This design comes from an exercise in tuning for a short achievable clock period and few clock cycles on the open sky130 flow, not from production work.
Function was checked by simulation only, so behaviour that the tests miss may differ from the original.
Power is estimated from default activity; no workload was simulated.

<file path="design/flow/design.v">
module alu
(
  input  [9:0]  op,         
  input  [31:0] operand1,
  input  [31:0] operand2,
  input  [4:0]  shift,      
  output [31:0] sum,        
  output        equal,      
  output        less_s,     
  output        less_u,     
  output [31:0] result
);
assign sum = operand1 + operand2;
wire [32:0] diff = {1'b0, operand1} - {1'b0, operand2};
assign equal  = operand1 == operand2;
assign less_u = diff[32];
assign less_s = (operand1[31] != operand2[31]) ? operand1[31] : diff[32];
wire [31:0] shift_left  = operand1 << shift;
wire [31:0] shift_right = {{32{op[9] & operand1[31]}}, operand1} >> shift;
assign result =
    ({32{op[0]}}  & sum)
  | ({32{op[1]}}  & diff[31:0])
  | ({32{op[2]}}  & {31'b0, less_s})
  | ({32{op[3]}} & {31'b0, less_u})
  | ({32{op[4]}}  & (operand1 ^ operand2))
  | ({32{op[5]}}   & (operand1 | operand2))
  | ({32{op[6]}}  & (operand1 & operand2))
  | ({32{op[7]}}  & shift_left)
  | ({32{op[8] | op[9]}} & shift_right);
endmodule
module program_counter
#(parameter ENTRIES = 8)
(
  input clk,
  input rst,
  input  [29:0] jump_dest,
  input         jump,
  output [29:0] pc,
  output                predicted,
  output [ENTRIES-1:0]  predicted_entry,   
  output [29:0]         predicted_dest,
  input                 insert,            
  input  [29:0]         insert_pc,
  input  [29:0]         insert_dest,
  input  [ENTRIES-1:0]  invalidate         
);
reg [29:0] counter;
reg [ENTRIES-1:0] valid;
reg [29:0]        tag  [0:ENTRIES-1];
reg [29:0]        dest [0:ENTRIES-1];
reg [ENTRIES-1:0] next_entry;  
genvar k;
generate
  for (k = 0; k < ENTRIES; k = k + 1) begin : e
    assign predicted_entry[k] = valid[k] && tag[k] == counter;
  end
endgenerate
reg [29:0] dest_sel;
integer i;
always @* begin
  dest_sel = 0;
  for (i = 0; i < ENTRIES; i = i + 1)
    dest_sel = dest_sel | ({30{predicted_entry[i]}} & dest[i]);
end
assign predicted      = |predicted_entry;
assign predicted_dest = dest_sel;
always @(posedge clk)
  if (rst)
    counter <= {28'hFF00000, 2'b00};  
  else if (jump)
    counter <= jump_dest;
  else if (predicted)
    counter <= predicted_dest;
  else
    counter <= counter + 1;
always @(posedge clk)
  if (rst) begin
    valid      <= 0;
    next_entry <= 1;
  end else begin
    valid <= (valid & ~invalidate) | ({ENTRIES{insert}} & next_entry);
    if (insert)
      next_entry <= {next_entry[ENTRIES-2:0], next_entry[ENTRIES-1]};
  end
always @(posedge clk)
  for (i = 0; i < ENTRIES; i = i + 1)
    if (insert && next_entry[i]) begin
      tag[i]  <= insert_pc;
      dest[i] <= insert_dest;
    end
assign pc = counter;
endmodule
module register_file
(
  input clk,
  input [4:0] read_select_1,
  output [127:0] read_1,  
  input [4:0] read_select_2,
  output [127:0] read_2,
  input        write_enable,
  input [4:0]  write_select,  
  input [31:0] write
);
wire [31:0] regs [0:31];
assign regs[0] = 32'b0;
genvar i, b;
generate
  for (i = 1; i < 32; i = i + 1) begin : r
    reg [31:0] q;
    always @(posedge clk)
      if (write_enable && write_select == i)
        q <= write;
    assign regs[i] = q;
  end
  for (b = 0; b < 4; b = b + 1) begin : bank
    reg [31:0] out_1, out_2;
    integer k;
    always @* begin
      out_1 = 0;
      out_2 = 0;
      for (k = 8*b; k < 8*b + 8; k = k + 1) begin
        out_1 = out_1 | ({32{read_select_1 == k}} & regs[k]);
        out_2 = out_2 | ({32{read_select_2 == k}} & regs[k]);
      end
    end
    assign read_1[32*b +: 32] = out_1;
    assign read_2[32*b +: 32] = out_2;
  end
endgenerate
endmodule
module ad100_cpu
(
  input clk,
  input rst,  
  output     [29:0] addr_1,  
  input      [31:0] read_1,
  output     [29:0] addr_2,  
  input      [31:0] read_2,
  output reg [31:0] write_2,
  output reg        write_enable_1, write_enable_2, write_enable_3, write_enable_4
);
wire [29:0] program_counter;
assign addr_1 = program_counter;
wire [31:0] instruction = read_1;
wire [4:0] opcode1 = instruction[6:2];
wire [2:0] opcode2 = instruction[14:12];
wire       opcode3 = instruction[30];
wire [4:0] dest_reg  = instruction[11:7];
wire [4:0] src_reg_1 = instruction[19:15];
wire [4:0] src_reg_2 = instruction[24:20];
wire [31:0] immed_u = {instruction[31:12], 12'b0};                              
wire [31:0] immed_i = {{20{instruction[31]}}, instruction[31:20]};              
wire [31:0] immed_s = {{20{instruction[31]}}, instruction[31:25], instruction[11:7]};  
wire [29:0] jal_immed = {{11{instruction[31]}}, instruction[31], instruction[19:12], instruction[20], instruction[30:22]};
wire [29:0] b_immed   = {{19{instruction[31]}}, instruction[31], instruction[7], instruction[30:25], instruction[11:9]};
wire is_lui    = opcode1 == 5'b01101;
wire is_auipc  = opcode1 == 5'b00101;
wire is_jal    = opcode1 == 5'b11011;
wire is_jalr   = opcode1 == 5'b11001;
wire is_branch = opcode1 == 5'b11000;
wire is_load   = opcode1 == 5'b00000;
wire is_store  = opcode1 == 5'b01000;
wire is_opimm  = opcode1 == 5'b00100;
wire is_op     = opcode1 == 5'b01100;
wire uses_src_1 = is_jalr | is_branch | is_load | is_store | is_opimm | is_op;
wire uses_src_2 = is_branch | is_store | is_op;
wire writes_reg = (is_lui | is_auipc | is_jal | is_jalr | is_opimm | is_op) && dest_reg != 0;
wire loads_reg  = is_load && dest_reg != 0;
wire is_shift   = (is_op || is_opimm) && opcode2[1:0] == 2'b01;
reg [9:0] alu_op;
always @* begin
  alu_op = 0;
  if (is_op || is_opimm)
    case (opcode2)
      3'b000: if (is_op && opcode3) alu_op[1] = 1; else alu_op[0] = 1;  
      3'b010: alu_op[2] = 1;  
      3'b011: alu_op[3] = 1;  
      3'b100: alu_op[4] = 1;  
      3'b110: alu_op[5] = 1;  
      3'b111: alu_op[6] = 1;  
      3'b001: alu_op[7] = 1;  
      3'b101: if (opcode3) alu_op[9] = 1; else alu_op[8] = 1;  
    endcase
  else if (is_lui || is_auipc)
    alu_op[0] = 1;  
end
wire        use_immed = !(is_op || is_branch);
wire [31:0] immed = (is_lui || is_auipc) ? immed_u : is_store ? immed_s : immed_i;
wire [127:0] bank1;  
wire [127:0] bank2;  
reg        ex_valid;
reg [29:0] ex_pc;
reg [29:0] ex_link;         
reg [4:0]  ex_dest_reg;
reg        ex_writes_reg;   
reg        ex_loads_reg;
reg        ex_store;
reg        ex_jal, ex_jalr, ex_branch;
reg [2:0]  ex_funct3;
reg [9:0]  ex_alu_op;
reg [29:0] ex_jump_offset;
reg [127:0] ex_bank1, ex_bank2;
reg [31:0] ex_immed;
reg [6:0]  ex_src1;
reg [6:0]  ex_src2;
reg [6:0]  ex_srcs;         
reg [5:0]  ex_srcd;         
reg        ex_replay;       
reg        ex_predicted;    
reg [7:0]  ex_predicted_entry;
reg [29:0] ex_predicted_dest;
reg        mem_load;        
reg        wb_result;       
reg [4:0]  mem_dest_reg;
reg [2:0]  mem_load_type;
reg [1:0]  mem_byte;
reg [29:0] mem_addr;
reg [31:0] last_result;     
reg [31:0] last_write;      
wire ex_execute    = ex_valid && !ex_replay;
wire ex_writes_now = ex_execute && ex_writes_reg;
wire ex_loads_now  = ex_execute && ex_loads_reg;
wire rf_write      = wb_result || mem_load;
wire fwd_ex1 = ex_writes_now && src_reg_1 == ex_dest_reg;
wire fwd_rf1 = !fwd_ex1 && rf_write && src_reg_1 == mem_dest_reg;
wire fwd_ex2 = ex_writes_now && src_reg_2 == ex_dest_reg;
wire fwd_rf2 = !fwd_ex2 && rf_write && src_reg_2 == mem_dest_reg;
wire [3:0] bank_sel1 = 4'b1 << src_reg_1[4:3];
wire [3:0] bank_sel2 = 4'b1 << src_reg_2[4:3];
wire        redirect;
wire [29:0] redirect_dest;
wire        predicted;
wire [7:0]  predicted_entry;
wire [29:0] predicted_dest;
always @(posedge clk) begin
  ex_valid       <= !rst && !redirect;
  ex_pc          <= program_counter;
  ex_link        <= program_counter + 1;
  ex_dest_reg    <= dest_reg;
  ex_writes_reg  <= writes_reg;
  ex_loads_reg   <= loads_reg;
  ex_store       <= is_store;
  ex_jal         <= is_jal;
  ex_jalr        <= is_jalr;
  ex_branch      <= is_branch;
  ex_funct3      <= opcode2;
  ex_alu_op      <= alu_op;
  ex_jump_offset <= is_jal ? jal_immed : b_immed;
  ex_bank1       <= bank1;
  ex_bank2       <= bank2;
  ex_immed       <= immed;
  ex_predicted       <= predicted;
  ex_predicted_entry <= predicted_entry;
  ex_predicted_dest  <= predicted_dest;
  ex_src1[3:0] <= {4{uses_src_1 && !fwd_ex1 && !fwd_rf1}} & bank_sel1;
  ex_src1[4]   <= uses_src_1 && fwd_ex1;
  ex_src1[5]   <= uses_src_1 && fwd_rf1;
  ex_src1[6]   <= is_auipc;
  ex_src2[3:0] <= {4{!use_immed && !fwd_ex2 && !fwd_rf2}} & bank_sel2;
  ex_src2[4]   <= !use_immed && fwd_ex2;
  ex_src2[5]   <= !use_immed && fwd_rf2;
  ex_src2[6]   <= use_immed;
  ex_srcs[3:0] <= {4{is_shift && !use_immed && !fwd_ex2 && !fwd_rf2}} & bank_sel2;
  ex_srcs[4]   <= is_shift && !use_immed && fwd_ex2;
  ex_srcs[5]   <= is_shift && !use_immed && fwd_rf2;
  ex_srcs[6]   <= is_shift && use_immed;
  ex_srcd[3:0] <= {4{!fwd_ex2 && !fwd_rf2}} & bank_sel2;
  ex_srcd[4]   <= fwd_ex2;
  ex_srcd[5]   <= fwd_rf2;
  ex_replay <= ex_loads_now &&
    ((uses_src_1 && src_reg_1 == ex_dest_reg) || (uses_src_2 && src_reg_2 == ex_dest_reg));
end
wire        btb_insert;
wire [29:0] btb_insert_dest;
wire [7:0]  btb_invalidate;
program_counter #(.ENTRIES(8)) prog_cnt(
  .clk(clk),
  .rst(rst),
  .jump_dest(redirect_dest),
  .jump(redirect),
  .pc(program_counter),
  .predicted(predicted),
  .predicted_entry(predicted_entry),
  .predicted_dest(predicted_dest),
  .insert(btb_insert),
  .insert_pc(ex_pc),
  .insert_dest(btb_insert_dest),
  .invalidate(btb_invalidate));
wire [31:0] operand1 =
    ({32{ex_src1[0]}} & ex_bank1[31:0])
  | ({32{ex_src1[1]}} & ex_bank1[63:32])
  | ({32{ex_src1[2]}} & ex_bank1[95:64])
  | ({32{ex_src1[3]}} & ex_bank1[127:96])
  | ({32{ex_src1[4]}} & last_result)
  | ({32{ex_src1[5]}} & last_write)
  | ({32{ex_src1[6]}} & {ex_pc, 2'b00});
wire [31:0] operand2 =
    ({32{ex_src2[0]}} & ex_bank2[31:0])
  | ({32{ex_src2[1]}} & ex_bank2[63:32])
  | ({32{ex_src2[2]}} & ex_bank2[95:64])
  | ({32{ex_src2[3]}} & ex_bank2[127:96])
  | ({32{ex_src2[4]}} & last_result)
  | ({32{ex_src2[5]}} & last_write)
  | ({32{ex_src2[6]}} & ex_immed);
wire [4:0] shift =
    ({5{ex_srcs[0]}} & ex_bank2[4:0])
  | ({5{ex_srcs[1]}} & ex_bank2[36:32])
  | ({5{ex_srcs[2]}} & ex_bank2[68:64])
  | ({5{ex_srcs[3]}} & ex_bank2[100:96])
  | ({5{ex_srcs[4]}} & last_result[4:0])
  | ({5{ex_srcs[5]}} & last_write[4:0])
  | ({5{ex_srcs[6]}} & ex_immed[4:0]);
wire [31:0] store_data =
    ({32{ex_srcd[0]}} & ex_bank2[31:0])
  | ({32{ex_srcd[1]}} & ex_bank2[63:32])
  | ({32{ex_srcd[2]}} & ex_bank2[95:64])
  | ({32{ex_srcd[3]}} & ex_bank2[127:96])
  | ({32{ex_srcd[4]}} & last_result)
  | ({32{ex_srcd[5]}} & last_write);
wire [31:0] sum;
wire        equal, less_s, less_u;
wire [31:0] alu_result;
alu alu(
  .op(ex_alu_op),
  .operand1(operand1),
  .operand2(operand2),
  .shift(shift),
  .sum(sum),
  .equal(equal),
  .less_s(less_s),
  .less_u(less_u),
  .result(alu_result));
reg branch_taken;
always @*
  case (ex_funct3)
    3'b000:    branch_taken = equal;
    3'b001:    branch_taken = !equal;
    3'b100:    branch_taken = less_s;
    3'b101:    branch_taken = !less_s;
    3'b110:   branch_taken = less_u;
    3'b111:   branch_taken = !less_u;
    default: branch_taken = 0;
  endcase
wire static_jump = ex_jal || (ex_branch && branch_taken);
wire [29:0] pc_jump_dest = ex_pc + ex_jump_offset;
wire predicted_right = ex_predicted && ex_predicted_dest == pc_jump_dest;
wire mispredict = ex_jalr || (static_jump ? !predicted_right : ex_predicted);
assign redirect      = ex_valid && (ex_replay || mispredict);
assign redirect_dest = ex_replay ? ex_pc
                     : ex_jalr ? sum[31:2]
                     : static_jump ? pc_jump_dest
                     : ex_link;
assign btb_insert      = ex_execute && static_jump && !predicted_right;
assign btb_insert_dest = pc_jump_dest;
assign btb_invalidate  = {8{ex_execute && ex_predicted && !(static_jump && predicted_right)}} & ex_predicted_entry;
wire [31:0] write_reg_val =
    alu_result
  | ({32{ex_jal || ex_jalr}}  & {ex_link, 2'b00});
always @(posedge clk)
  last_result <= write_reg_val;
always @(posedge clk) begin
  mem_addr      <= sum[31:2];
  mem_byte      <= sum[1:0];
  mem_load_type <= ex_funct3;
  mem_dest_reg  <= ex_dest_reg;
  write_2       <= store_data;
  if (rst) begin
    mem_load       <= 0;
    wb_result      <= 0;
    write_enable_1 <= 0;
    write_enable_2 <= 0;
    write_enable_3 <= 0;
    write_enable_4 <= 0;
  end else begin
    mem_load       <= ex_loads_now;
    wb_result      <= ex_writes_now;
    write_enable_1 <= 0;
    write_enable_2 <= 0;
    write_enable_3 <= 0;
    write_enable_4 <= 0;
    if (ex_execute && ex_store)
      case (ex_funct3)
        3'b000:  
          case (sum[1:0])
            2'b00: write_enable_1 <= 1;
            2'b01: write_enable_2 <= 1;
            2'b10: write_enable_3 <= 1;
            2'b11: write_enable_4 <= 1;
          endcase
        3'b001:  
          case (sum[1])
            1'b0: begin write_enable_1 <= 1; write_enable_2 <= 1; end
            1'b1: begin write_enable_3 <= 1; write_enable_4 <= 1; end
          endcase
        3'b010: begin  
          write_enable_1 <= 1;
          write_enable_2 <= 1;
          write_enable_3 <= 1;
          write_enable_4 <= 1;
        end
      endcase
  end
end
assign addr_2 = mem_addr;
reg [31:0] load_val;
always @*
  case (mem_load_type)
    3'b000:
      case (mem_byte)
        2'b00: load_val = {{24{read_2[7]}},  read_2[7:0]};
        2'b01: load_val = {{24{read_2[15]}}, read_2[15:8]};
        2'b10: load_val = {{24{read_2[23]}}, read_2[23:16]};
        2'b11: load_val = {{24{read_2[31]}}, read_2[31:24]};
      endcase
    3'b001:
      case (mem_byte[1])
        1'b0: load_val = {{16{read_2[15]}}, read_2[15:0]};
        1'b1: load_val = {{16{read_2[31]}}, read_2[31:16]};
      endcase
    3'b100:
      case (mem_byte)
        2'b00: load_val = {24'b0, read_2[7:0]};
        2'b01: load_val = {24'b0, read_2[15:8]};
        2'b10: load_val = {24'b0, read_2[23:16]};
        2'b11: load_val = {24'b0, read_2[31:24]};
      endcase
    3'b101:
      case (mem_byte[1])
        1'b0: load_val = {16'b0, read_2[15:0]};
        1'b1: load_val = {16'b0, read_2[31:16]};
      endcase
    3'b010:     load_val = read_2;  
    default: load_val = 0;
  endcase
wire [31:0] write_val = mem_load ? load_val : last_result;
always @(posedge clk)
  last_write <= write_val;
register_file regfile(
  .clk(clk),
  .read_select_1(src_reg_1),
  .read_1(bank1),
  .read_select_2(src_reg_2),
  .read_2(bank2),
  .write_enable(rf_write),
  .write_select(mem_dest_reg),
  .write(write_val));
endmodule
</file>
<file path="design/flow/run.sh">
#!/bin/bash
# synth_recipe.tcl (not shown) runs the flow's synth.tcl, then flattens the netlist and writes it again
# the make line also repeats each setting of config.mk as NAME=value (left out here)
make -C /OpenROAD-flow-scripts/flow DESIGN_CONFIG=/design/flow/config.mk WORK_HOME=/design/flow/orfs CLKGATE_MAP_FILE= SYNTH_SCRIPT=/design/flow/synth_recipe.tcl finish
</file>
<file path="design/flow/config.mk">
export PLATFORM = sky130hd
export DESIGN_NAME = ad100_cpu
export DESIGN_NICKNAME = ad100_cpu
export VERILOG_FILES = /design/flow/design.v
export SDC_FILE = /design/flow/constraint.sdc
export NUM_CORES = 4
export LEC_CHECK = 0
export CAP_MARGIN = 70
export CORE_MARGIN = 2
export CORE_UTILIZATION = 40
export SLEW_MARGIN = 70
</file>
<file path="design/flow/constraint.sdc">
create_clock -name core_clock -period 20.0 [get_ports {clk}]
set_input_delay 4.0000 -clock core_clock [delete_from_list [all_inputs] [get_ports {clk}]]
set_output_delay 4.0000 -clock core_clock [all_outputs]
set_load 0.01 [all_outputs]
</file>
==> results of run 1 <==
## layer usage
metal / GRT usage (%) / up-vias / wire length [um]
met4: 19.9 / 30 / 28700
met2: 49.8 / 5446 / 173000
met3: 8.84 / 981 / 48900
met5: 0 / - / 187
li1: - / 29353 / -
met1: 44.2 / 36005 / 150000
## area by class of cell
class | instances | area share [%]
diodes | 23 | 0.0534
clock buffers | 287 | 5.48
flip-flops and latches | 2118 | 53.1
inverters | 171 | 0.613
well taps | 2992 | 3.48
repair buffers | 570 | 5.17
multi-input cells | 4469 | 30.9
clock inverters | 121 | 1.24
## through the flow
step / area [um^2] / std cells / power, mW
3_5_place_dp: 99700 / 10300 / 5.57
2_1_floorplan: 90700 / 7276 / 5.17
3_3_place_gp: 96900 / 10195 / 5.53
6_report: 108000 / 10751 / 9.62
4_1_cts: 107000 / 10708 / 9.60
5_1_grt: 108000 / 10736 / 9.83
## cells in the mapped netlist, types with 35 or more instances
master / count
nor4_1: 64
nor2_1: 376
o211ai_1: 54
clkbuf_1: 429
nand2_1: 329
a22o_1: 106
a211oi_1: 41
buf_1: 64
o21ai_0: 194
xor2_1: 202
xnor2_1: 166
a222oi_1: 132
a221oi_1: 144
a21oi_1: 248
dfxtp_1: 646
nand4_1: 170
a22oi_1: 1057
edfxtp_1: 1472
nor3_1: 70
nand3_1: 335
inv_1: 169
ha_1: 126
and3_1: 35
mux2i_1: 115
## logic make-up (layout without fill, tap and decap cells)
| family | after synthesis | after routing | synth area share (%) |
|---|---|---|---|
| AO/OA/AOI/OAI | 2262 | 2262 | 18.4 |
| XOR/XNOR | 376 | 376 | 3.75 |
| adder cells (fa/ha/maj) | 129 | 129 | 1.80 |
| buffers and inverters | 689 | 1149 | 2.95 |
| flip-flops | 2118 | 2118 | 63.0 |
| multiplexers | 152 | 152 | 1.75 |
| other | 0 | 23 | 0 |
| AND/OR/NAND/NOR | 1550 | 1550 | 8.33 |
## power groups by stage
stage,Sequential [mW],Clock (mW),Combinational [mW]
after CTS,4.85,4.12,0.629
after detailed placement,4.94,0,0.626
final,4.85,4.10,0.663
after global placement,4.94,0,0.586
after floorplan,4.88,0,0.292
after global routing,4.85,4.30,0.682
## how the worst max path moves through the flow
stage	startpoint	to	slack (ps)
floorplan	read_2[23]	regfile.r[10].q[21]	13030
global placement	ex_src1[0]	prog_cnt.dest[7][28]	11630
detailed placement	read_2[31]	regfile.r[26].q[31]	13280
CTS	ex_src1[0]	prog_cnt.dest[7][8]	13380
global route	ex_src2[0]	prog_cnt.dest[7][8]	13440
finish	ex_src2[0]	prog_cnt.dest[7][8]	13430
==> flow_metrics.py, run 1 <==
metrics = {
    "outcome": {
        "status": "timing/DRC/antenna clean",
    },
    "synthesis": {
        "synth_area_per_cell_um2": 12.5,
        "synth_edf_count": 1472,
        "synth_top_area_share_pct": 48.7,
        "synth_warnings": 5,
        "synth.distinct_cells": 94,
        "postSynthCellCount": 7276,
        "synth_nets": 7471,
        "ys_ff_latch": 2118,
        "synth_area_leaders": "edfxtp_1 49%, dfxtp_1 14%, a22oi_1 8.7%",
        "synth_largest_area_cell": "edfxtp_1",
        "synthArstFlopShare_pct": 0,
        "synth_area_mm2": 0.0907,
        "ys_seq_area_share_pct": 63.0,
        "ys.flop_type": "edfxtp_1",
    },
    "power_and_ir_drop": {
        "swShare_pct": 24.4,
        "clkPwrFrac_pct": 42.6,
        "p_seq_share_pct": 50.5,
        "power_switching_mw": 2.35,
        "leakagePower_nw": 36.5,
        "vdd_ir_drop_max_v": 0.000108,
        "power_frac_comb_pct": 6.9,
        "powerDensity_mw_per_mm2": 89.3,
        "p_int_mw": 7.27,
    },
    "cells_and_area": {
        "ff_latch_area_mm2": 0.0572,
        "layout.nets": 7739,
        "final_common_cell": "edfxtp_1",
        "final_util_pct": 47.9,
        "largest_register_ffs": 992,
        "fill_cells": 19769,
        "final_cell_mix": "1472 x edfxtp_1, 1055 x a22oi_1, 597 x dfxtp_1",
        "layout-drive-gt1-share_pct": 16.1,
        "areaGrowthSynthToFinish_pct": 18.7,
        "multi_input_area_mm2": 0.0332,
    },
    "detailed_routing": {
        "drc": 0,
        "drt_iter0_drc": 12939,
        "wirelength_um": 401000,
        "vias": 71815,
        "wl_per_cell_um": 37.3,
        "ant_nets": 0,
        "vias_per_cell": 6.68,
        "dr.pass1.iters": 12,
    },
    "worst_setup_path": {
        "r2r_cells": 20,
        "r2r-end": "prog_cnt.dest[7][8]",
        "worstSetupPathType": "reg2reg",
        "cpLargestDelayFamily": "buffers and inverters",
        "cp_max_fo": 34,
        "arrival_ps": 7160,
        "cpMostUsedCell": "buf_6",
        "critPathRequiredTime_ps": 20590,
        "ff2ff_setup_slack_ps": 13430,
        "slowest_delay_ps": 730,
        "critPathCaptureType": "flop",
        "worst-path-buf-inv": 9,
        "cp_num_cells": 20,
        "cp_slowest_cell": "ha_2",
        "crit_chain": "buf_6, a222oi_1, clkdlybuf4s50_1, buf_2, nand3_1, ha_2, inv_1, a21oi_1, o31ai_4, o311ai_2, o211ai_1, buf_2, a21o_1, nand3_2, buf_6, and2_1, nand3_1, inv_6, buf_6, buf_12",
        "timing.rr.start": "ex_src2[0]",
        "start_kind": "flop",
    },
    "clocking": {
        "htree_levels": 4,
        "clock-sinks": 2118,
        "ctsHoldBuffers": 0,
        "cts-resized-gates": 0,
        "cts_max_path_buffers": 3,
        "tritoncts": "yes",
        "clock-root-buffer": "clkbuf_16",
        "clock_latency_ps": 930,
        "cts_buffers": 214,
        "path_clk_slew_ps": 60,
        "cts_setup_buffers": 0,
    },
    "floorplanning": {
        "initial_core_util_pct": 40.3,
        "die_h_um": 480,
        "pin_count": 162,
        "die_x_um": 480,
        "coreArea_mm2": 0.225,
        "die-area_mm2": 0.231,
        "rows": 174,
    },
    "sta": {
        "maxSlewHeadroom_pct": 63.7,
        "fin_crit_sh_pct": 32.8,
        "report.final.hold_viol_count": 0,
        "finalSetupViolCount": 0,
        "skew_ps": 90.8,
        "tightest_slew_ps": 545,
        "period_minus_slack_ps": 6570,
        "fmax_mhz": 152,
        "finalMaxSlewViolations": 0,
        "setup_tns_ps": 0,
        "setup_slack_ps": 13430,
        "rsz0062_at_grt": "no",
        "whs_ps": 385,
    },
    "min_path": {
        "worstHoldPathType": "reg2reg",
        "min_from": "prog_cnt.counter[0]",
        "min_to": "ex_link[0]",
        "hold_path_depth": 1,
    },
    "grt": {
        "grt_usage_pct": 33.6,
        "grt_first_pass_wirelength_um": 543000,
        "antenna_found_initial": 53,
        "grt_max_degree": 62,
        "grt_pass1_vias": 66327,
        "grt_overflow": 0,
    },
    "place": {
        "gp_congestion": 1.02,
        "hpwl_um": 264000,
        "io_buffers": 159,
        "post-place-ws_ps": 13280,
    },
    "run": {
        "drv_cap": 0,
    },
}
Testbench counts, summed over its fixed seeds: cycles 92,608.
==> run 2: changes to the inputs <==
--- a/design/flow/design.v
+++ b/design/flow/design.v
@@ -33,9 +33,9 @@
 (
   input clk,
   input rst,
-  input  [29:0] jump_dest,
-  input         jump,
+  input  [29:0] next_pc,       
   output [29:0] pc,
+  output [29:0] fetch_next,    
   output                predicted,
   output [ENTRIES-1:0]  predicted_entry,   
   output [29:0]         predicted_dest,
@@ -64,29 +64,37 @@
 end
 assign predicted      = |predicted_entry;
 assign predicted_dest = dest_sel;
+assign fetch_next = predicted ? predicted_dest : counter + 1;
 always @(posedge clk)
   if (rst)
     counter <= {28'hFF00000, 2'b00};  
-  else if (jump)
-    counter <= jump_dest;
-  else if (predicted)
-    counter <= predicted_dest;
   else
-    counter <= counter + 1;
+    counter <= next_pc;
+reg               insert_q;
+reg [29:0]        insert_pc_q, insert_dest_q;
+reg [ENTRIES-1:0] invalidate_q;
+always @(posedge clk) begin
+  insert_pc_q   <= insert_pc;
+  insert_dest_q <= insert_dest;
+end
 always @(posedge clk)
   if (rst) begin
-    valid      <= 0;
-    next_entry <= 1;
+    insert_q     <= 0;
+    invalidate_q <= 0;
+    valid        <= 0;
+    next_entry   <= 1;
   end else begin
-    valid <= (valid & ~invalidate) | ({ENTRIES{insert}} & next_entry);
-    if (insert)
+    insert_q     <= insert;
+    invalidate_q <= invalidate;
+    valid <= (valid & ~invalidate_q) | ({ENTRIES{insert_q}} & next_entry);
+    if (insert_q)
       next_entry <= {next_entry[ENTRIES-2:0], next_entry[ENTRIES-1]};
   end
 always @(posedge clk)
   for (i = 0; i < ENTRIES; i = i + 1)
-    if (insert && next_entry[i]) begin
-      tag[i]  <= insert_pc;
-      dest[i] <= insert_dest;
+    if (insert_q && next_entry[i]) begin
+      tag[i]  <= insert_pc_q;
+      dest[i] <= insert_dest_q;
     end
 assign pc = counter;
 endmodule
@@ -228,7 +236,8 @@
 wire [3:0] bank_sel1 = 4'b1 << src_reg_1[4:3];
 wire [3:0] bank_sel2 = 4'b1 << src_reg_2[4:3];
 wire        redirect;
-wire [29:0] redirect_dest;
+reg  [29:0] next_pc;
+wire [29:0] fetch_next;
 wire        predicted;
 wire [7:0]  predicted_entry;
 wire [29:0] predicted_dest;
@@ -276,8 +285,8 @@
 program_counter #(.ENTRIES(8)) prog_cnt(
   .clk(clk),
   .rst(rst),
-  .jump_dest(redirect_dest),
-  .jump(redirect),
+  .next_pc(next_pc),
+  .fetch_next(fetch_next),
   .pc(program_counter),
   .predicted(predicted),
   .predicted_entry(predicted_entry),
@@ -345,11 +354,22 @@
 wire [29:0] pc_jump_dest = ex_pc + ex_jump_offset;
 wire predicted_right = ex_predicted && ex_predicted_dest == pc_jump_dest;
 wire mispredict = ex_jalr || (static_jump ? !predicted_right : ex_predicted);
-assign redirect      = ex_valid && (ex_replay || mispredict);
-assign redirect_dest = ex_replay ? ex_pc
-                     : ex_jalr ? sum[31:2]
-                     : static_jump ? pc_jump_dest
-                     : ex_link;
+assign redirect = ex_valid && (ex_replay || mispredict);
+wire [29:0] next_if_taken = predicted_right ? fetch_next : pc_jump_dest;
+wire [29:0] next_if_not   = ex_predicted ? ex_link : fetch_next;
+always @*
+  if (!ex_valid)
+    next_pc = fetch_next;
+  else if (ex_replay)
+    next_pc = ex_pc;
+  else if (ex_jalr)
+    next_pc = sum[31:2];
+  else if (ex_jal)
+    next_pc = next_if_taken;
+  else if (ex_branch)
+    next_pc = branch_taken ? next_if_taken : next_if_not;
+  else
+    next_pc = next_if_not;
 assign btb_insert      = ex_execute && static_jump && !predicted_right;
 assign btb_insert_dest = pc_jump_dest;
 assign btb_invalidate  = {8{ex_execute && ex_predicted && !(static_jump && predicted_right)}} & ex_predicted_entry;
==> run 2 against run 1 <==
  * Core utilization decreased by 0.065 points
  * Die area is 2.1% higher
  * Cell area rose by 2.1%
  * Register-to-register slack improved by 40 ps
  * Clock-buffer cell count grew 28
  * Worst hold slack improved by 14 ps
  * Clock power grew 5%
==> flow_metrics.py, run 2 <==
metrics = {
    "sta": {
        "fmax_mhz": 153,
        "maxSlewHeadroom_pct": 63.9,
        "skew_ps": 101,
        "report.final.hold_viol_count": 0,
        "setup_tns_ps": 0,
        "finalMaxSlewViolations": 0,
        "finalSetupViolCount": 0,
        "period_minus_slack_ps": 6520,
        "rsz0062_at_grt": "no",
        "fin_crit_sh_pct": 32.6,
        "setup_slack_ps": 13480,
        "tightest_slew_ps": 540,
    },
    "cells_and_area": {
        "areaGrowthSynthToFinish_pct": 18.7,
        "layout-drive-gt1-share_pct": 16.2,
        "largest_register_ffs": 992,
        "final_common_cell": "edfxtp_1",
        "layout.nets": 7900,
        "final_cell_mix": "1472 x edfxtp_1, 1030 x a22oi_1, 621 x dfxtp_1",
        "fill_cells": 20082,
    },
    "floorplanning": {
        "coreArea_mm2": 0.230,
        "die-area_mm2": 0.235,
        "rows": 176,
        "die_x_um": 485,
        "pin_count": 162,
        "initial_core_util_pct": 40.3,
        "die_h_um": 485,
    },
    "detailed_routing": {
        "vias": 73111,
        "vias_per_cell": 6.67,
        "drc": 0,
        "ant_nets": 0,
        "wirelength_um": 402000,
        "dr.pass1.iters": 12,
        "wl_per_cell_um": 36.7,
        "drt_iter0_drc": 12446,
    },
    "grt": {
        "grt_first_pass_wirelength_um": 546000,
        "grt_overflow": 0,
        "grt_usage_pct": 32.9,
        "grt_max_degree": 63,
        "grt_pass1_vias": 68002,
        "antenna_found_initial": 61,
    },
    "clocking": {
        "cts-resized-gates": 0,
        "cts_setup_buffers": 0,
        "clock-sinks": 2187,
        "cts_max_path_buffers": 3,
        "htree_levels": 4,
        "clock_latency_ps": 940,
        "path_clk_slew_ps": 60,
        "cts_buffers": 225,
        "tritoncts": "yes",
        "ctsHoldBuffers": 0,
        "clock-root-buffer": "clkbuf_16",
    },
    "power_and_ir_drop": {
        "powerDensity_mw_per_mm2": 93.3,
        "leakagePower_nw": 37.6,
        "vdd_ir_drop_max_v": 0.0000898,
        "power_switching_mw": 2.59,
        "power_frac_comb_pct": 8.2,
        "swShare_pct": 25.3,
        "p_seq_share_pct": 49.9,
        "power.total_mw": 10.3,
        "p_int_mw": 7.67,
        "clkPwrFrac_pct": 41.9,
    },
    "worst_setup_path": {
        "r2r_cells": 21,
        "critPathRequiredTime_ps": 20780,
        "crit_chain": "buf_4, a222oi_1, clkdlybuf4s50_1, buf_1, buf_2, nand3_1, ha_2, nor4_2, nand4_1, buf_2, a31o_2, a31oi_2, o32ai_2, buf_4, or4_1, nor4_4, clkdlybuf4s18_2, buf_4, nor2_1, o221a_2, o21ai_1",
        "worst-path-buf-inv": 8,
        "slowest_delay_ps": 590,
        "critPathCaptureType": "flop",
        "cpLargestDelayFamily": "buffers and inverters",
        "cp_slowest_cell": "clkdlybuf4s50_1",
        "arrival_ps": 7300,
        "cpMostUsedCell": "buf_4",
        "cp_max_fo": 19,
        "cp_num_cells": 21,
        "worstSetupPathType": "reg2reg",
        "start_kind": "flop",
    },
    "synthesis": {
        "synth_area_leaders": "edfxtp_1 48%, dfxtp_1 15%, a22oi_1 8.4%",
        "synthArstFlopShare_pct": 0,
        "synth_edf_count": 1472,
        "ys.flop_type": "edfxtp_1",
        "netlist_top_cells_count": "1472 x edfxtp_1, 1033 x a22oi_1, 715 x dfxtp_1",
        "ys_ff_latch": 2187,
        "synth_nets": 7662,
        "synth_area_mm2": 0.0926,
        "ys_seq_area_share_pct": 63.2,
        "synth_most_common_cell": "edfxtp_1",
        "synth_area_per_cell_um2": 12.4,
        "synth.distinct_cells": 92,
        "postSynthCellCount": 7467,
        "synth_warnings": 5,
        "synth_largest_area_cell": "edfxtp_1",
        "synth_top_area_share_pct": 47.7,
    },
    "place": {
        "post-place-ws_ps": 13310,
        "hpwl_um": 265000,
        "io_buffers": 159,
        "gp_congestion": 1.01,
    },
    "run": {
        "drv_cap": 0,
    },
    "min_path": {
        "worstHoldPathType": "reg2reg",
        "hold_path_depth": 0,
    },
    "outcome": {
        "status": "timing/DRC/antenna clean",
    },
}
[run 2: kinds of logic after synthesis]
| logic type | share of synthesized area (%) |
|---|---|
| AOI/OAI and AO/OA | 18.5 |
| DFF | 63.2 |
| and+or+nand+nor | 8.65 |
| buffers and inverters | 2.98 |
| xor gates and xnor gates | 3.81 |
| adders and majority gates | 1.77 |
| muxes | 1.15 |
[run 2: final cells by class]
| cell class | instances | area, um^2 | share of cell area, % |
|---|---|---|---|
| Inverter | 182 | 704 | 0.641 |
| Antenna cell | 23 | 57.6 | 0.0523 |
| Clock buffer | 315 | 6420 | 5.84 |
| Timing Repair Buffer | 556 | 5590 | 5.08 |
| Sequential cell | 2187 | 58700 | 53.3 |
| Clock inverter | 117 | 1270 | 1.15 |
| Multi-Input combinational cell | 4553 | 33500 | 30.5 |
| Tap cell | 3026 | 3790 | 3.44 |
[run 2: power by group through the flow]
stage / logic (mW) / registers, mW / clock network, mW
after floorplan: 0.391 / 5.11 / 0
after global placement: 0.744 / 5.20 / 0
after detailed placement: 0.796 / 5.21 / 0
after CTS: 0.799 / 5.11 / 4.34
after global routing: 0.864 / 5.12 / 4.52
final: 0.837 / 5.13 / 4.30
[run 2: stage by stage]
step,instance area (um^2),hold slack (ps),utilization (%),std cells
final,110000,399,47.8,10959
after global routing,110000,410,47.8,10943
after CTS,109000,401,47.4,10912
after detailed placement,101000,392,44.1,10480
after global placement,98700,390,42.9,10379
after floorplan,92600,329,-,7467
[run 2: per-layer routing]
layer	up-vias	share of wire, %	track usage [%]	wire length (um)
met5	-	0.10	0.837	414
met4	22	7.7	20.6	30900
met3	1173	13	9.96	51400
met2	5590	43	49.2	174000
met1	36426	36	41.6	145000
li1	29900	-	-	-
[run 2: path summary, 6_finish.rpt]
| check | startpoint | to | slack (ps) |
|---|---|---|---|
| worst min-delay path | ex_dest_reg[1] | mem_dest_reg[1] | 400 |
| worst max-delay path | ex_src2[3] | prog_cnt.counter[22] | 13480 |
| worst min register to register | ex_dest_reg[1] | mem_dest_reg[1] | 400 |
| worst max register to register | ex_src2[3] | prog_cnt.counter[22] | 13480 |
Testbench counts of run 2, summed over its fixed seeds: cycles 92,608.
==> run 3: changes to the inputs <==
--- a/design/flow/design.v
+++ b/design/flow/design.v
@@ -148,7 +148,8 @@
   output reg        write_enable_1, write_enable_2, write_enable_3, write_enable_4
 );
 wire [29:0] program_counter;
-assign addr_1 = program_counter;
+reg  [29:0] fetch_address;
+assign addr_1 = fetch_address;
 wire [31:0] instruction = read_1;
 wire [4:0] opcode1 = instruction[6:2];
 wire [2:0] opcode2 = instruction[14:12];
@@ -370,6 +371,22 @@
     next_pc = branch_taken ? next_if_taken : next_if_not;
   else
     next_pc = next_if_not;
+wire next_fetch    = !ex_valid;
+wire next_replay   = ex_valid && ex_replay;
+wire next_jalr     = ex_valid && !ex_replay && ex_jalr;
+wire next_taken    = ex_valid && !ex_replay && !ex_jalr && (ex_jal || (ex_branch && branch_taken));
+wire next_not      = ex_valid && !ex_replay && !ex_jalr && !(ex_jal || (ex_branch && branch_taken));
+wire [29:0] next_fetch_address =
+    ({30{next_fetch}}  & fetch_next)
+  | ({30{next_replay}} & ex_pc)
+  | ({30{next_jalr}}   & sum[31:2])
+  | ({30{next_taken}}  & next_if_taken)
+  | ({30{next_not}}    & next_if_not);
+always @(posedge clk)
+  if (rst)
+    fetch_address <= {28'hFF00000, 2'b00};  
+  else
+    fetch_address <= next_fetch_address;
 assign btb_insert      = ex_execute && static_jump && !predicted_right;
 assign btb_insert_dest = pc_jump_dest;
 assign btb_invalidate  = {8{ex_execute && ex_predicted && !(static_jump && predicted_right)}} & ex_predicted_entry;
==> run 3 against run 2 <==
  * Cell area rose by 0.56%
  * Worst hold slack got worse by 31 ps
  * Critical path depth fell by 4
  * Non-clock buffer count fell by 41
  * Combinational power fell by 5.7%
  * Maximum frequency rose by 4.8%
  * Register-to-register slack improved by 300 ps
  * Clock-buffer cell count rose by 6
  * Cell count rose by 0.35%
  * Critical endpoint is now fetch_address[16]
  * Largest cell class unchanged
  * Largest power group unchanged
==> flow_metrics.py, run 3 <==
metrics = {
    "detailed_routing": {
        "vias": 72907,
        "ant_nets": 0,
        "vias_per_cell": 6.63,
        "dr.pass1.iters": 10,
        "wl_per_cell_um": 36.6,
        "wirelength_um": 402000,
        "drt_iter0_drc": 12966,
        "drc": 0,
    },
    "power_and_ir_drop": {
        "power_frac_comb_pct": 7.7,
        "p_int_mw": 7.72,
        "power_switching_mw": 2.56,
        "clkPwrFrac_pct": 42.1,
        "vdd_ir_drop_max_v": 0.0000835,
        "power.total_mw": 10.3,
        "leakagePower_nw": 37.4,
        "swShare_pct": 24.9,
        "powerDensity_mw_per_mm2": 93.0,
        "p_seq_share_pct": 50.3,
    },
    "synthesis": {
        "synth_largest_area_cell": "edfxtp_1",
        "synthArstFlopShare_pct": 0,
        "synth_area_leaders": "edfxtp_1 47%, dfxtp_1 16%, a22oi_1 8.1%",
        "ys.flop_type": "edfxtp_1",
        "synth_top_area_share_pct": 47.4,
        "postSynthCellCount": 7520,
        "synth_nets": 7715,
        "netlist_top_cells_count": "1472 x edfxtp_1, 1006 x a22oi_1, 745 x dfxtp_1",
        "ys_ff_latch": 2217,
        "synth_area_per_cell_um2": 12.4,
        "synth_area_mm2": 0.0933,
        "synth_most_common_cell": "edfxtp_1",
        "ys_seq_area_share_pct": 63.4,
        "synth_warnings": 5,
        "synth_edf_count": 1472,
        "synth.distinct_cells": 94,
    },
    "worst_setup_path": {
        "cpMostUsedCell": "nor4_2",
        "crit_chain": "buf_4, a222oi_1, buf_1, nand3_2, ha_1, or2_2, nor4_2, and4_1, nand4_1, xnor2_1, o41ai_2, clkdlybuf4s15_2, nor4_2, or3_2, nor2_4, nand2_1, a31oi_1",
        "cpLargestDelayFamily": "simple AND/OR/NAND/NOR gates",
        "slowest_delay_ps": 660,
        "start_kind": "flop",
        "ff2ff_setup_slack_ps": 13780,
        "worst-path-buf-inv": 3,
        "arrival_ps": 6910,
        "worstSetupPathType": "reg2reg",
        "cp_slowest_cell": "or3_2",
        "critPathCaptureType": "flop",
        "critPathRequiredTime_ps": 20680,
        "cp_max_fo": 25,
    },
    "sta": {
        "fmax_mhz": 161,
        "finalSetupViolCount": 0,
        "report.final.hold_viol_count": 0,
        "tightest_slew_ps": 525,
        "finalMaxSlewViolations": 0,
        "rsz0062_at_grt": "no",
        "skew_ps": 128,
        "setup_tns_ps": 0,
        "period_minus_slack_ps": 6220,
        "fin_crit_sh_pct": 31.1,
        "maxSlewHeadroom_pct": 64.9,
        "setup_slack_ps": 13780,
    },
    "grt": {
        "grt_pass1_vias": 67574,
        "grt_usage_pct": 32.8,
        "gr-usage-met2_pct": 48.1,
        "use_met3_pct": 10.1,
        "grt_first_pass_wirelength_um": 545000,
        "busiest_layer": "met2",
        "grt_overflow": 0,
        "met1_usage_pct": 42.6,
        "grt_max_degree": 62,
        "antenna_found_initial": 42,
    },
    "floorplanning": {
        "pin_count": 162,
        "rows": 177,
        "die-area_mm2": 0.237,
        "die_h_um": 487,
        "die_x_um": 487,
        "coreArea_mm2": 0.232,
        "initial_core_util_pct": 40.1,
    },
    "clocking": {
        "clock_latency_ps": 940,
        "cts_buffers": 222,
        "ctsHoldBuffers": 0,
        "cts_max_path_buffers": 3,
        "cts_setup_buffers": 0,
        "clock-sinks": 2217,
        "clock-root-buffer": "clkbuf_16",
        "htree_levels": 4,
        "path_clk_slew_ps": 60,
        "cts-resized-gates": 0,
        "tritoncts": "yes",
    },
    "cells_and_area": {
        "layout-drive-gt1-share_pct": 16.2,
        "final_common_cell": "edfxtp_1",
        "fin_area_mm2": 0.111,
        "areaGrowthSynthToFinish_pct": 18.6,
        "layout.nets": 7915,
        "final_cell_mix": "1472 x edfxtp_1, 998 x a22oi_1, 643 x dfxtp_1",
        "largest_register_ffs": 992,
    },
    "run": {
        "drv_cap": 0,
    },
    "place": {
        "gp_congestion": 1.02,
        "hpwl_um": 266000,
        "io_buffers": 159,
        "post-place-ws_ps": 13220,
        "place_area_mm2": 0.102,
    },
    "outcome": {
        "status": "timing/DRC/antenna clean",
    },
    "min_path": {
        "worstHoldPathType": "reg2reg",
    },
}
## run 3: changes by cell type after synthesis, sizes merged, moves of 31 or more
cell    change
a21oi      +60
nand2      -46
o21ai      +40
inv        +33
a222oi     +31
xnor2      -31
xor2       +31
## run 3: final timing paths
path	depth (start not counted)	to	start
max	17	fetch_address[16]	ex_src1[6]
min	0	ex_pc[17]	prog_cnt.counter[17]
max reg2reg	17	fetch_address[16]	ex_src1[6]
min reg2reg	0	ex_pc[17]	prog_cnt.counter[17]
## run 3: cell type report
type	count	area (um^2)
Fill cell	20326	122000
Sequential cell	2217	59300
Multi-Input combinational cell	4550	33700
Clock buffer	321	6370
Timing Repair Buffer	515	5210
Tap cell	3043	3810
Clock inverter	102	1370
Inverter	214	803
Antenna cell	35	87.6
## run 3: power by group through the flow
stage | registers (mW) | logic, mW | clock network, mW
floorplan | 5.15 | 0.369 | 0
global placement | 5.25 | 0.702 | 0
detailed placement | 5.25 | 0.750 | 0
CTS | 5.15 | 0.754 | 4.35
global route | 5.16 | 0.812 | 4.54
finish | 5.17 | 0.789 | 4.32
## run 3: stage by stage
step,hold WS (ps),std cells,util (%)
2_1_floorplan,326,7520,-
3_3_place_gp,340,10432,42.7
3_5_place_dp,340,10529,44.0
4_1_cts,368,10952,47.3
5_1_grt,381,10971,47.6
6_report,368,10997,47.6
## run 3: cells by family (layout without fill, tap and decap cells)
family,Yosys count,count (layout),synth area share [%]
other,0,35,0
AND/OR/NAND/NOR,1546,1546,8.10
buffers and inverters,753,1152,3.07
adder cells (fa/ha/maj),129,129,1.75
flip-flops,2217,2217,63.4
multiplexers,110,110,1.22
AO/OA/AOI/OAI,2388,2388,18.8
XOR/XNOR,377,377,3.66
## run 3: layer usage
layer	routed length, um	up-vias	share of wire (%)
met1	150000	36422	37
li1	-	30033	-
met4	29000	10	7.2
met3	52400	965	13
met5	74	-	0.018
met2	171000	5477	43
Testbench counts of run 3, summed over its fixed seeds: cycles 92,608.
==> run 4: changes to the inputs <==
--- a/design/flow/design.v
+++ b/design/flow/design.v
@@ -216,7 +216,7 @@
 reg [5:0]  ex_srcd;         
 reg        ex_replay;       
 reg        ex_predicted;    
-reg [7:0]  ex_predicted_entry;
+reg [3:0]  ex_predicted_entry;
 reg [29:0] ex_predicted_dest;
 reg        mem_load;        
 reg        wb_result;       
@@ -240,7 +240,7 @@
 reg  [29:0] next_pc;
 wire [29:0] fetch_next;
 wire        predicted;
-wire [7:0]  predicted_entry;
+wire [3:0]  predicted_entry;
 wire [29:0] predicted_dest;
 always @(posedge clk) begin
   ex_valid       <= !rst && !redirect;
@@ -282,8 +282,8 @@
 end
 wire        btb_insert;
 wire [29:0] btb_insert_dest;
-wire [7:0]  btb_invalidate;
-program_counter #(.ENTRIES(8)) prog_cnt(
+wire [3:0]  btb_invalidate;
+program_counter #(.ENTRIES(4)) prog_cnt(
   .clk(clk),
   .rst(rst),
   .next_pc(next_pc),
@@ -389,7 +389,7 @@
     fetch_address <= next_fetch_address;
 assign btb_insert      = ex_execute && static_jump && !predicted_right;
 assign btb_insert_dest = pc_jump_dest;
-assign btb_invalidate  = {8{ex_execute && ex_predicted && !(static_jump && predicted_right)}} & ex_predicted_entry;
+assign btb_invalidate  = {4{ex_execute && ex_predicted && !(static_jump && predicted_right)}} & ex_predicted_entry;
 wire [31:0] write_reg_val =
     alu_result
   | ({32{ex_jal || ex_jalr}}  & {ex_link, 2'b00});
--- a/design/flow/config.mk
+++ b/design/flow/config.mk
@@ -7,5 +7,6 @@
 export LEC_CHECK = 0
 export CAP_MARGIN = 70
 export CORE_MARGIN = 2
-export CORE_UTILIZATION = 40
+export CORE_UTILIZATION = 45
+export PLACE_DENSITY = 0.7
 export SLEW_MARGIN = 70
==> run 4 against run 3 <==
  * Still clean
  * Maximum frequency is 7.2% lower
  * Cell count is 12% lower
  * Area after synthesis is 11% lower
  * Sequential power is 12% lower
  * Worst hold slack better by 23 ps
  * Clock-buffer cell count is 50 lower
  * Cell area is 12% lower
  * Global-route usage is 4.4 points higher
==> flow_metrics.py, run 4 <==
metrics = {
    "floorplanning": {
        "coreArea_mm2": 0.183,
        "die-area_mm2": 0.188,
        "rows": 157,
        "die_x_um": 433,
        "pin_count": 162,
        "initial_core_util_pct": 45.3,
        "die_h_um": 433,
    },
    "run": {
        "drv_cap": 0,
    },
    "cells_and_area": {
        "fin_area_mm2": 0.0978,
        "fill_cells": 15261,
        "ff_latch_area_mm2": 0.0517,
        "largest_register_ffs": 992,
        "final_common_cell": "edfxtp_1",
        "layout.nets": 7191,
        "reg_top3": "regfile.r.q x992, ex_bank1 x128, ex_bank2 x128",
        "multi_input_area_mm2": 0.0306,
        "final_cell_mix": "1232 x edfxtp_1, 976 x a22oi_1, 631 x dfxtp_1",
        "areaGrowthSynthToFinish_pct": 18.0,
        "layout-drive-gt1-share_pct": 16.1,
        "largest-register": "regfile.r.q",
    },
    "sta": {
        "finalMaxSlewViolations": 0,
        "setup_tns_ps": 0,
        "fin_crit_sh_pct": 33.5,
        "period_minus_slack_ps": 6710,
        "skew_ps": 87.5,
        "rsz0062_at_grt": "no",
        "tightest_slew_ps": 586,
        "maxSlewHeadroom_pct": 61.0,
        "finalSetupViolCount": 0,
        "fmax_mhz": 149,
        "report.final.hold_viol_count": 0,
    },
    "worst_setup_path": {
        "startpoint": "ex_src1[3]",
        "critPathCaptureType": "flop",
        "ff2ff_setup_slack_ps": 13300,
        "timing.rr.start": "ex_src1[3]",
        "critPathRequiredTime_ps": 20720,
        "start_kind": "flop",
        "cp_max_fo": 28,
        "r2r_cells": 22,
        "critPathCapture": "fetch_address[4]",
        "arrival_ps": 7420,
        "r2r-end": "fetch_address[4]",
        "worstSetupPathType": "reg2reg",
    },
    "clocking": {
        "cts-resized-gates": 0,
        "cts_buffers": 195,
        "clock-root-buffer": "clkbuf_16",
        "path_clk_slew_ps": 60,
        "clock_latency_ps": 890,
        "cts_max_path_buffers": 3,
        "cts_setup_buffers": 0,
        "ctsHoldBuffers": 0,
        "clock-sinks": 1961,
        "tritoncts": "yes",
        "htree_levels": 4,
    },
    "synthesis": {
        "synth_area_mm2": 0.0829,
        "ys.flop_type": "edfxtp_1",
        "synth_top_area_share_pct": 44.6,
        "synth_largest_area_cell": "edfxtp_1",
        "synth.distinct_cells": 98,
        "synth_edf_count": 1232,
        "ys_seq_area_share_pct": 62.3,
        "synth_most_common_cell": "edfxtp_1",
        "synthArstFlopShare_pct": 0,
        "synth_area_leaders": "edfxtp_1 45%, dfxtp_1 18%, a22oi_1 8.9%",
        "synth_area_per_cell_um2": 12.1,
        "synth_warnings": 5,
        "synth_nets": 7017,
        "postSynthCellCount": 6822,
        "netlist_top_cells_count": "1232 x edfxtp_1, 986 x a22oi_1, 729 x dfxtp_1",
        "ys_ff_latch": 1961,
    },
    "place": {
        "io_buffers": 159,
        "hpwl_um": 238000,
        "gp_congestion": 1.03,
        "place_area_mm2": 0.0904,
    },
    "detailed_routing": {
        "dr.pass1.iters": 14,
        "vias_per_cell": 6.98,
        "vias": 67406,
        "wirelength_um": 359000,
        "drc": 0,
        "ant_nets": 0,
        "wl_per_cell_um": 37.1,
        "drt_iter0_drc": 13152,
    },
    "power_and_ir_drop": {
        "powerDensity_mw_per_mm2": 91.7,
        "power.total_mw": 8.97,
        "vdd_ir_drop_max_v": 0.0000851,
        "leakagePower_nw": 33.8,
    },
    "grt": {
        "grt_usage_pct": 37.2,
        "grt_max_degree": 60,
        "grt_first_pass_wirelength_um": 489000,
        "grt_pass1_vias": 62487,
        "grt_overflow": 0,
        "antenna_found_initial": 38,
    },
    "outcome": {
        "status": "timing/DRC/antenna clean",
    },
    "min_path": {
        "worstHoldPathType": "reg2reg",
    },
}
## run 4: changes by cell type after synthesis, sizes merged, moves of 34 or more
cell	delta
inv	-52
a21oi	-49
o21ai	-34
xnor2	-96
nand3	-66
edfxtp	-240
## run 4: worst min-delay path by stage
| stage | start | end | slack [ps] | depth (start not counted) |
|---|---|---|---|---|
| finish | ex_dest_reg[2] | mem_dest_reg[2] | 390 | 0 |
| floorplan | prog_cnt.counter[11] | ex_pc[11] | 330 | 0 |
| CTS | ex_dest_reg[2] | mem_dest_reg[2] | 390 | 0 |
| global placement | ex_dest_reg[2] | mem_dest_reg[2] | 400 | 0 |
| global route | ex_dest_reg[2] | mem_dest_reg[2] | 400 | 0 |
| detailed placement | ex_dest_reg[2] | mem_dest_reg[2] | 380 | 0 |
## run 4: cell families (layout without fill, tap and decap cells)
logic type      Yosys count  in the layout  share of synthesized area [%]
compound gates         2185           2185                           19.7
flops                  1961           1961                           62.3
simple gates           1473           1473                           8.54
buf+inv                 687           1036                           3.16
xor+xnor                276            276                           3.03
fa+ha+maj               129            129                           1.97
mux                     111            111                           1.38
other cells               0             22                              0
## run 4: metrics by stage
| step | setup slack, ps | util [%] | hold slack, ps | cells |
|---|---|---|---|---|
| 2_1_floorplan | 13030 | - | 329 | 6822 |
| 3_3_place_gp | 12460 | 48.0 | 396 | 9143 |
| 3_5_place_dp | 13230 | 49.4 | 379 | 9245 |
| 4_1_cts | 13230 | 53.0 | 392 | 9617 |
| 5_1_grt | 13290 | 53.4 | 397 | 9640 |
| 6_report | 13300 | 53.4 | 391 | 9657 |
## run 4: where the power goes
part / switching [mW] / internal (mW) / total (mW)
combinational: 0.454 / 0.224 / 0.678
clock: 1.64 / 2.12 / 3.75
sequential: 0.142 / 4.39 / 4.54
## run 4: critical path, stage by stage, from the launching register on
cell and delay (ps):
dfxtp_2 440, buf_4 270, buf_16 190, a222oi_1 310, clkdlybuf4s50_1 590, buf_2 170, buf_2 160, and3_2 340
inv_1 190, ha_1 300, nor2b_1 170, a2111oi_1 390, a221oi_1 160, o211ai_1 380, buf_2 260, a31oi_1 90
or3_1 510, nor2_2 330, or3_1 160, buf_4 330, nor2_2 50, buf_4 250, a311o_1 470
## run 4: cell type report
class                   count  area share (%)
flip-flops and latches   1961            52.9
multi-input cells        4174            31.3
clock buffers             271            5.67
repair buffers            503            5.13
well taps                2464            3.15
clock inverters           101            1.13
inverters                 161           0.636
diodes                     22          0.0563
## run 4: routing by layer
layer | vias to the layer above | part of all wire (%) | track usage, %
li1 | 27237 | - | -
met1 | 32997 | 34 | 45.3
met2 | 5876 | 42 | 54.0
met3 | 1274 | 15 | 13.8
met4 | 22 | 9.3 | 26.7
met5 | - | 0.080 | 0.546
Testbench counts of run 4, summed over its fixed seeds: cycles 92,608.
==> run 5: changes to the inputs <==
==> design/flow/config.mk (replaced) <==
export PLATFORM = sky130hd
export DESIGN_NAME = ad100_cpu
export DESIGN_NICKNAME = ad100_cpu
export VERILOG_FILES = /design/flow/design.v
export SDC_FILE = /design/flow/constraint.sdc
export NUM_CORES = 4
export LEC_CHECK = 0
export CAP_MARGIN = 50
export CORE_MARGIN = 2
export CORE_UTILIZATION = 40
export SLEW_MARGIN = 50
==> run 5 against run 4 <==
  * Wire length up 1.0%
  * Still clean
  * Global-route usage shrank 4.0 points
  * Critical endpoint unchanged
  * Critical path type unchanged
  * Clock-buffer cell count unchanged
  * Cell count rose by 1.5%
  * Combinational power fell by 7.5%
==> flow_metrics.py, run 5 <==
metrics = {
    "min_path": {
        "min_to": "mem_dest_reg[2]",
        "worstHoldPathType": "reg2reg",
        "min_from": "ex_dest_reg[2]",
        "hold_path_depth": 0,
    },
    "synthesis": {
        "postSynthCellCount": 6822,
        "ys_seq_area_share_pct": 62.3,
        "synth_area_leaders": "edfxtp_1 45%, dfxtp_1 18%, a22oi_1 8.9%",
        "synth_most_common_cell": "edfxtp_1",
        "netlist_top_cells_count": "1232 x edfxtp_1, 986 x a22oi_1, 729 x dfxtp_1",
        "ys_ff_latch": 1961,
        "synth_area_mm2": 0.0829,
        "synth_area_per_cell_um2": 12.1,
        "synthArstFlopShare_pct": 0,
        "synth_largest_area_cell": "edfxtp_1",
        "synth.distinct_cells": 98,
        "ys.flop_type": "edfxtp_1",
        "synth_nets": 7017,
        "synth_edf_count": 1232,
        "synth_top_area_share_pct": 44.6,
        "synth_warnings": 5,
    },
    "sta": {
        "skew_ps": 75.0,
        "rsz0062_at_grt": "no",
        "maxSlewHeadroom_pct": 42.8,
        "report.final.hold_viol_count": 0,
        "fmax_mhz": 145,
        "setup_tns_ps": 0,
        "finalSetupViolCount": 0,
        "fin_crit_sh_pct": 34.5,
        "finalMaxSlewViolations": 0,
        "tightest_slew_ps": 855,
        "period_minus_slack_ps": 6890,
    },
    "power_and_ir_drop": {
        "p_seq_share_pct": 50.3,
        "clkPwrFrac_pct": 42.8,
        "power_frac_comb_pct": 6.9,
        "swShare_pct": 24.5,
        "vdd_ir_drop_max_v": 0.0000904,
        "powerDensity_mw_per_mm2": 94.6,
        "power_switching_mw": 2.21,
        "p_int_mw": 6.81,
        "leakagePower_nw": 32.9,
    },
    "worst_setup_path": {
        "critPathCaptureType": "flop",
        "cp_num_cells": 17,
        "crit_chain": "buf_4, a222oi_1, and3_1, inv_1, ha_1, nor4_1, o311a_1, o311ai_2, a31o_1, and4_1, or3_1, nor2_2, nor3_2, buf_4, nand2b_1, nor3_1, a311o_1",
        "cpMostUsedCell": "buf_4",
        "worst-path-buf-inv": 3,
        "ff2ff_setup_slack_ps": 13110,
        "arrival_ps": 7610,
        "start_kind": "flop",
        "critPathRequiredTime_ps": 20720,
        "slowest_delay_ps": 730,
        "r2r-end": "fetch_address[4]",
        "timing.rr.start": "ex_src1[3]",
        "r2r_cells": 17,
        "cpLargestDelayFamily": "simple AND/OR/NAND/NOR gates",
        "cp_max_fo": 22,
        "cp_slowest_cell": "a222oi_1",
        "worstSetupPathType": "reg2reg",
    },
    "clocking": {
        "cts_buffers": 196,
        "tritoncts": "yes",
        "cts_setup_buffers": 0,
        "clock_latency_ps": 880,
        "cts-resized-gates": 0,
        "htree_levels": 4,
        "cts_max_path_buffers": 3,
        "clock-sinks": 1961,
        "clock-root-buffer": "clkbuf_16",
        "ctsHoldBuffers": 0,
        "path_clk_slew_ps": 60,
    },
    "cells_and_area": {
        "final_util_pct": 46.2,
        "largest-register": "regfile.r.q",
        "final_cell_mix": "1232 x edfxtp_1, 984 x a22oi_1, 715 x dfxtp_1",
        "layout.nets": 7095,
        "reg_top3": "regfile.r.q x992, ex_bank1 x128, ex_bank2 x128",
        "final_cells": 9801,
        "layout-drive-gt1-share_pct": 11.3,
        "areaGrowthSynthToFinish_pct": 15.0,
        "final_common_cell": "edfxtp_1",
        "largest_register_ffs": 992,
    },
    "detailed_routing": {
        "vias": 65740,
        "drc": 0,
        "vias_per_cell": 6.71,
        "wl_per_cell_um": 37.0,
        "drt_iter0_drc": 12208,
        "dr.pass1.iters": 12,
        "ant_nets": 0,
        "wirelength_um": 362000,
    },
    "place": {
        "hpwl_um": 239000,
        "place_inst": 9394,
        "io_buffers": 159,
        "gp_congestion": 1.00,
    },
    "grt": {
        "grt_overflow": 0,
        "grt_usage_pct": 33.2,
        "grt_max_degree": 65,
        "grt_pass1_vias": 60985,
        "grt_first_pass_wirelength_um": 491000,
        "antenna_found_initial": 31,
    },
    "floorplanning": {
        "die_x_um": 459,
        "coreArea_mm2": 0.206,
        "die_h_um": 459,
        "die-area_mm2": 0.211,
        "rows": 167,
        "initial_core_util_pct": 40.1,
        "pin_count": 162,
    },
    "outcome": {
        "status": "timing/DRC/antenna clean",
    },
    "run": {
        "drv_cap": 0,
    },
}
run 5: cell counts after synthesis:
No cell type changed its count.
run 5: logic make-up (layout without fill, tap and decap cells):
logic type	count (synthesis)	count (layout)	synth area share (%)
AO/OA/AOI/OAI	2185	2185	19.7
XOR/XNOR	276	276	3.03
adder cells (fa/ha/maj)	129	129	1.97
buffers and inverters	687	941	3.16
flip-flops	1961	1961	62.3
multiplexers	111	111	1.38
other	0	21	0
AND/OR/NAND/NOR	1473	1473	8.54
run 5: power by group through the flow:
stage | combinational [mW] | sequential (mW) | clock (mW)
floorplan | 0.315 | 4.52 | 0
global placement | 0.595 | 4.60 | 0
detailed placement | 0.601 | 4.61 | 0
CTS | 0.604 | 4.52 | 3.88
global route | 0.646 | 4.53 | 4.04
finish | 0.627 | 4.53 | 3.86
run 5: cell type report:
cell class,count,area (um^2)
Multi-Input combinational cell,4174,29500
Fill cell,18383,111000
Antenna cell,21,52.6
Clock inverter,103,1320
Inverter,161,609
Timing Repair Buffer,406,3430
Tap cell,2704,3380
Sequential cell,1961,51600
Clock buffer,271,5460
run 5: per-layer routing:
metal	routed length [um]	up-vias	GRT usage, %
met3	47400	1028	10.8
li1	-	27030	-
met2	156000	5089	49.6
met1	131000	32575	41.8
met5	123	-	0
met4	27800	18	20.1
run 5: how the worst max path moves through the flow:
stage	from	end	slack, ps
floorplan	read_2[23]	regfile.r[10].q[21]	13030
finish	ex_src1[3]	fetch_address[4]	13110
detailed placement	read_2[31]	regfile.r[10].q[21]	13180
global placement	read_1[22]	ex_bank2[29]	12700
CTS	ex_src1[3]	fetch_address[4]	13380
global route	ex_src1[3]	fetch_address[4]	13110
run 5: stage by stage:
step | total power, mW | hold WS (ps) | cell area [um^2] | setup slack, ps
global route | 9.22 | 416 | 95300 | 13110
finish | 9.02 | 399 | 95300 | 13110
CTS | 9.00 | 399 | 95200 | 13380
floorplan | 4.84 | 329 | 82900 | 13030
global placement | 5.20 | 379 | 88100 | 12700
detailed placement | 5.21 | 387 | 88400 | 13180

-- what the ideal ports hide --
Ports are ideal in the flow. The routed layouts listed here were re-timed in OpenROAD. Step 1, drivers: a clkbuf_16 drives clk and a buf_2 each remaining input, both assumed. Step 2, shift: input delay + t, output delay - t, t = (earliest + latest rising clock arrival at the registers) / 2. This alone moves slack from input paths to output paths. Slacks: no drivers / after step 1 / after step 2; pairs: no drivers / after step 1.
| run | t (ns) | setup slack, ns | worst hold slack (ns) |
|---|---|---|---|
| run 1 | 0.971 | 13.433 / 13.433 / 13.010 | 0.385 / 0.385 / 0.385 |
| run 2 | 0.972 | 13.476 / 13.476 / 13.197 | 0.399 / 0.399 / 0.399 |
| run 3 | 0.967 | 13.776 / 13.776 / 13.048 | 0.368 / 0.368 / 0.368 |
| run 4 | 0.930 | 13.295 / 13.295 / 13.194 | 0.391 / 0.391 / 0.391 |
| run 5 | 0.933 | 13.108 / 13.108 / 12.917 | 0.399 / 0.399 / 0.399 |
After both steps setup and hold are still met in every run listed. The setup slack of run 3, which loses most, moves by 0.000 ns with the drivers and by -0.728 ns with both steps.
